Background: an optimization exercise with open tools, aiming at small area and a short achievable clock period. Do not read the settings as production practice.
RTL that was checked went through simulation tests only; none was proved equivalent to the original.

==> module synapse, before the edit <==
module synapse #(parameter [11:0] INIT = 12'd0) (
	input clock,
	input reset,
	input pre_w,      
	input post_w,
	input pre_c,      
	input post_c,
	output [11:0] w_nx    
);
	reg [11:0] w;
	reg [11:0] cp;    
	reg [11:0] cm;    
	reg f;            
	wire zp = ~|cp[10:0];
	wire zm1 = ~|cm[10:1];
	wire zm = zm1 & ~cm[0];
	wire fp = cp[11] ^ cp[7] ^ cp[1] ^ cp[0] ^ zp;
	wire fm = cm[11] ^ cm[7] ^ cm[1] ^ cm[0] ^ zm;
	wire hold_p = pre_c & ~(post_c & f);
	wire step_p = ~pre_c & ~f;
	wire one_p = ~pre_c & f;
	wire hold_m = post_c & ~(pre_c & f);
	wire step_m = ~post_c & ~f;
	wire one_m = ~post_c & f;
	wire [11:0] cp_nx = ({12{hold_p}} & cp) | ({12{step_p}} & {cp[10:0], fp}) | {11'd0, one_p};
	wire [11:0] cm_nx = ({12{hold_m}} & cm) | ({12{step_m}} & {cm[10:0], fm}) | {11'd0, one_m};
	wire up01 = f | zp;                        
	wire dn2 = f | zm;                         
	wire dn4 = ~f & zm1 & cm[0] & ~cm[11];     
	wire [2:0] lo01 = up01 ? w[2:0] + 3'd1 : w[2:0];
	wire [2:0] lo10 = dn2 ? w[2:0] - 3'd2 : dn4 ? w[2:0] - 3'd4 : w[2:0];
	wire [2:0] lo11 = w[2:0] + 3'd3;
	wire inc01 = up01 & (&w[2:0]);
	wire inc11 = w[2] & (w[1] | w[0]);
	wire dec10 = (dn2 & ~w[2] & ~w[1]) | (dn4 & ~w[2]);
	wire [2:0] lo = pre_w ? (post_w ? lo11 : lo10) : (post_w ? lo01 : w[2:0]);
	wire inc = post_w & (pre_w ? inc11 : inc01);
	wire dec = pre_w & ~post_w & dec10;
	reg [11:0] wn;
	reg all1, all0;
	integer k;
	always @(*) begin
		wn[2:0] = lo;
		all1 = 1'b1;
		all0 = 1'b1;
		for (k = 3; k < 12; k = k + 1) begin
			wn[k] = w[k] ^ ((inc & all1) | (dec & all0));
			all1 = all1 & w[k];
			all0 = all0 & ~w[k];
		end
	end
	assign w_nx = wn;
	always @(posedge clock or posedge reset)
		if (reset) begin
			f <= 1'b1;
			w <= INIT;
		end else begin
			f <= pre_c & post_c;
			w <= wn;
		end
	always @(posedge clock) begin
		cp <= cp_nx;
		cm <= cm_nx;
	end
endmodule
==> flow/config.mk <==
export PLATFORM = sky130hd
export DESIGN_NAME = overall_neural_network_training
export DESIGN_NICKNAME = overall_neural_network_training
export VERILOG_FILES = /design/flow/design.v
export SDC_FILE = /design/flow/constraint.sdc
export NUM_CORES = 4
export LEC_CHECK = 0
export CAP_MARGIN = 20
export CORE_MARGIN = 2
export CORE_UTILIZATION = 55
export SETUP_SLACK_MARGIN = 5
export SLEW_MARGIN = 20
==> flow/constraint.sdc <==
create_clock -name core_clock -period 10.0 [get_ports {clock}]
set_input_delay 2.0000 -clock core_clock [delete_from_list [all_inputs] [get_ports {clock}]]
set_output_delay 2.0000 -clock core_clock [all_outputs]
set_load 0.01 [all_outputs]
run.sh (not shown) runs the stock make flow with config.mk's settings and CLKGATE_MAP_FILE= SYNTH_SCRIPT=/design/flow/synth_recipe.tcl, a recipe that flattens the netlist after the stock synthesis.
Edit:
--- a/flow/design.v
+++ b/flow/design.v
@@ -233,23 +233,22 @@
 	wire one_m = ~post_c & f;
 	wire [11:0] cp_nx = ({12{hold_p}} & cp) | ({12{step_p}} & {cp[10:0], fp}) | {11'd0, one_p};
 	wire [11:0] cm_nx = ({12{hold_m}} & cm) | ({12{step_m}} & {cm[10:0], fm}) | {11'd0, one_m};
-	wire up01 = f | zp;                        
-	wire dn2 = f | zm;                         
-	wire dn4 = ~f & zm1 & cm[0] & ~cm[11];     
-	wire [2:0] lo01 = up01 ? w[2:0] + 3'd1 : w[2:0];
-	wire [2:0] lo10 = dn2 ? w[2:0] - 3'd2 : dn4 ? w[2:0] - 3'd4 : w[2:0];
-	wire [2:0] lo11 = w[2:0] + 3'd3;
-	wire inc01 = up01 & (&w[2:0]);
+	wire up1 = ~pre_w & post_w & (f | zp);
+	wire up3 = pre_w & post_w;
+	wire dn2 = pre_w & ~post_w & (f | zm);
+	wire dn4 = pre_w & ~post_w & ~f & zm1 & cm[0] & ~cm[11];
+	wire [2:0] d = {dn2 | dn4, up3 | dn2, up1 | up3};
+	wire [3:0] lo = {1'b0, w[2:0]} + {1'b0, d};
+	wire inc01 = (f | zp) & (&w[2:0]);
 	wire inc11 = w[2] & (w[1] | w[0]);
-	wire dec10 = (dn2 & ~w[2] & ~w[1]) | (dn4 & ~w[2]);
-	wire [2:0] lo = pre_w ? (post_w ? lo11 : lo10) : (post_w ? lo01 : w[2:0]);
+	wire dec10 = ((f | zm) & ~w[2] & ~w[1]) | (~f & zm1 & cm[0] & ~cm[11] & ~w[2]);
 	wire inc = post_w & (pre_w ? inc11 : inc01);
 	wire dec = pre_w & ~post_w & dec10;
 	reg [11:0] wn;
 	reg all1, all0;
 	integer k;
 	always @(*) begin
-		wn[2:0] = lo;
+		wn[2:0] = lo[2:0];
 		all1 = 1'b1;
 		all0 = 1'b1;
 		for (k = 3; k < 12; k = k + 1) begin
Outcome: Fmax is higher slightly. Wire length is lower by roughly a tenth. Cell count is lower by a few percent. Design area is lower by a few percent. Die area is lower by a few percent. Worst setup slack gets better by 0.032 ns. Critical path depth is lower by 2. Worst hold slack hardly moves. Non-clock buffer count is lower by 32. Synthesized area is lower by a few percent. Flip-flop and latch count does not change.
The RTL of the first run of this note was laid out without a check of its function.

* * *

== 03-04 ==
overall_neural_network_training with an RTL version that a note above also has.
Size: roughly 14000 cells after synthesis, roughly 2500 flip-flops, roughly 11 I/O pins.
==> module synapse, before the edit <==
module synapse #(parameter [11:0] INIT = 12'd0) (
	input clock,
	input reset,
	input pre_w,      
	input post_w,
	input pre_c,      
	input post_c,
	output [11:0] w_nx    
);
	reg [11:0] w;
	reg [11:0] cp;    
	reg [11:0] cm;    
	reg f;            
	wire zp = ~|cp[10:0];
	wire zm1 = ~|cm[10:1];
	wire zm = zm1 & ~cm[0];
	wire fp = cp[11] ^ cp[7] ^ cp[1] ^ cp[0] ^ zp;
	wire fm = cm[11] ^ cm[7] ^ cm[1] ^ cm[0] ^ zm;
	wire hold_p = pre_c & ~(post_c & f);
	wire step_p = ~pre_c & ~f;
	wire one_p = ~pre_c & f;
	wire hold_m = post_c & ~(pre_c & f);
	wire step_m = ~post_c & ~f;
	wire one_m = ~post_c & f;
	wire [11:0] cp_nx = ({12{hold_p}} & cp) | ({12{step_p}} & {cp[10:0], fp}) | {11'd0, one_p};
	wire [11:0] cm_nx = ({12{hold_m}} & cm) | ({12{step_m}} & {cm[10:0], fm}) | {11'd0, one_m};
	wire up1 = ~pre_w & post_w & (f | zp);
	wire up3 = pre_w & post_w;
	wire dn2 = pre_w & ~post_w & (f | zm);
	wire dn4 = pre_w & ~post_w & ~f & zm1 & cm[0] & ~cm[11];
	wire [2:0] d = {dn2 | dn4, up3 | dn2, up1 | up3};
	wire [3:0] lo = {1'b0, w[2:0]} + {1'b0, d};
	wire inc01 = (f | zp) & (&w[2:0]);
	wire inc11 = w[2] & (w[1] | w[0]);
	wire dec10 = ((f | zm) & ~w[2] & ~w[1]) | (~f & zm1 & cm[0] & ~cm[11] & ~w[2]);
	wire inc = post_w & (pre_w ? inc11 : inc01);
	wire dec = pre_w & ~post_w & dec10;
	reg [11:0] wn;
	reg all1, all0;
	integer k;
	always @(*) begin
		wn[2:0] = lo[2:0];
		all1 = 1'b1;
		all0 = 1'b1;
		for (k = 3; k < 12; k = k + 1) begin
			wn[k] = w[k] ^ ((inc & all1) | (dec & all0));
			all1 = all1 & w[k];
			all0 = all0 & ~w[k];
		end
	end
	assign w_nx = wn;
	always @(posedge clock or posedge reset)
		if (reset) begin
			f <= 1'b1;
			w <= INIT;
		end else begin
			f <= pre_c & post_c;
			w <= wn;
		end
	always @(posedge clock) begin
		cp <= cp_nx;
		cm <= cm_nx;
	end
endmodule
clock: 10.0 ns
lec_check: 0
cap_margin: 20
core_margin: 2
core_utilization: 65
cts_buf_list: sky130_fd_sc_hd__clkbuf_16
cts_cluster_diameter: 70
cts_cluster_size: 24
slew_margin: 20
standard.sh (not shown) runs the stock make flow with config.mk's settings and CLKGATE_MAP_FILE= SYNTH_SCRIPT=/design/flow/synth_recipe.tcl, a recipe that flattens the netlist after the stock synthesis.
==> flow/flow/run.sh <==
#!/bin/bash
set -euo pipefail
SETUP_SLACK_MARGIN=6 bash standard.sh > standard.log 2>&1
#### Input delta (03-01 over 03-04)
-- flow/design.v --
<<< 03-04, line 234
	wire [11:0] cp_nx = ({12{hold_p}} & cp) | ({12{step_p}} & {cp[10:0], fp}) | {11'd0, one_p};
	wire [11:0] cm_nx = ({12{hold_m}} & cm) | ({12{step_m}} & {cm[10:0], fm}) | {11'd0, one_m};
	wire up1 = ~pre_w & post_w & (f | zp);
	wire up3 = pre_w & post_w;
	wire dn2 = pre_w & ~post_w & (f | zm);
	wire dn4 = pre_w & ~post_w & ~f & zm1 & cm[0] & ~cm[11];
	wire [2:0] d = {dn2 | dn4, up3 | dn2, up1 | up3};
	wire [3:0] lo = {1'b0, w[2:0]} + {1'b0, d};
	wire inc01 = (f | zp) & (&w[2:0]);
	wire inc11 = w[2] & (w[1] | w[0]);
	wire dec10 = ((f | zm) & ~w[2] & ~w[1]) | (~f & zm1 & cm[0] & ~cm[11] & ~w[2]);
	wire inc = post_w & (pre_w ? inc11 : inc01);
	wire dec = pre_w & ~post_w & dec10;
>>> 03-01, line 234
	wire [11:0] cp_nx = ({12{hold_p}} & cp) | ({12{step_p}} & {cp[10:0], fp}) | {11'd0, one_p};
	wire [11:0] cm_nx = ({12{hold_m}} & cm) | ({12{step_m}} & {cm[10:0], fm}) | {11'd0, one_m};
	wire up01 = f | zp;                        
	wire dn2 = f | zm;                         
	wire dn4 = ~f & zm1 & cm[0] & ~cm[11];     
	wire [2:0] lo01 = up01 ? w[2:0] + 3'd1 : w[2:0];
	wire [2:0] lo10 = dn2 ? w[2:0] - 3'd2 : dn4 ? w[2:0] - 3'd4 : w[2:0];
	wire [2:0] lo11 = w[2:0] + 3'd3;
	wire inc01 = up01 & (&w[2:0]);
	wire inc11 = w[2] & (w[1] | w[0]);
	wire dec10 = (dn2 & ~w[2] & ~w[1]) | (dn4 & ~w[2]);
	wire [2:0] lo = pre_w ? (post_w ? lo11 : lo10) : (post_w ? lo01 : w[2:0]);
	wire inc = post_w & (pre_w ? inc11 : inc01);
	wire dec = pre_w & ~post_w & dec10;
<<< 03-04, line 249
	integer k;
	always @(*) begin
		wn[2:0] = lo[2:0];
		all1 = 1'b1;
		all0 = 1'b1;
>>> 03-01, line 250
	integer k;
	always @(*) begin
		wn[2:0] = lo;
		all1 = 1'b1;
		all0 = 1'b1;
## What came out
Going from 03-04 to 03-01, fraction of the cycle the final worst path needs now sits higher, final cell count now sits higher.
Where post-layout worst setup margin is concerned, 03-04 is better than 03-01.
Going from 03-04 to 03-01, count of inserted tapcells went up by about 4.4%; share of final-layout standard cells stronger than drive strength 1 went up by 1.2 points; design area went up by 3.2%.
Overall routing resource usage | 03-01 above 03-04
Looking at dominant combinational cell family by area after synthesis, the compound AO/OA/AOI/OAI gates result is from 03-01; the simple AND/OR/NAND/NOR gates one comes from 03-04.
Only the layout flow was run in 03-01; the RTL was not checked for function there.

## static timing again, ports no longer ideal
The flow's constraints put no driver on any port. The routed layouts listed below were extracted and timed again, unchanged, in two steps.
Step 1 assumes that a clkbuf_16 drives the clock port and a buf_2 every other input.
Step 2 moves the port delays by t, midway between the first and last clock arrival at a register: inputs arrive t later, outputs are due t later. That takes back most of the time a late clock gives input paths.
Three values: ideal, step 1, step 2; two values: the first two.
run | shift t [ns] | slack for setup (ns) | worst data-port slew with drivers (ns) | pins driven straight from the clock port
the first run of note 1 | 0.992 | 5.384 / 5.384 / 4.875 | 0.09 | 1
the second run of note 1 | 0.991 | 5.416 / 5.416 / 5.416 | 0.09 | 1
03-04 | 0.911 | 5.897 / 5.897 / 5.585 | 0.09 | 1
03-01 | 0.922 | 5.861 / 5.861 / 5.217 | 0.14 | 1
After both steps setup and hold are still met in every run listed. The setup slack of 03-01, which loses most, moves by 0.000 ns with the drivers and by -0.644 ns with both steps.
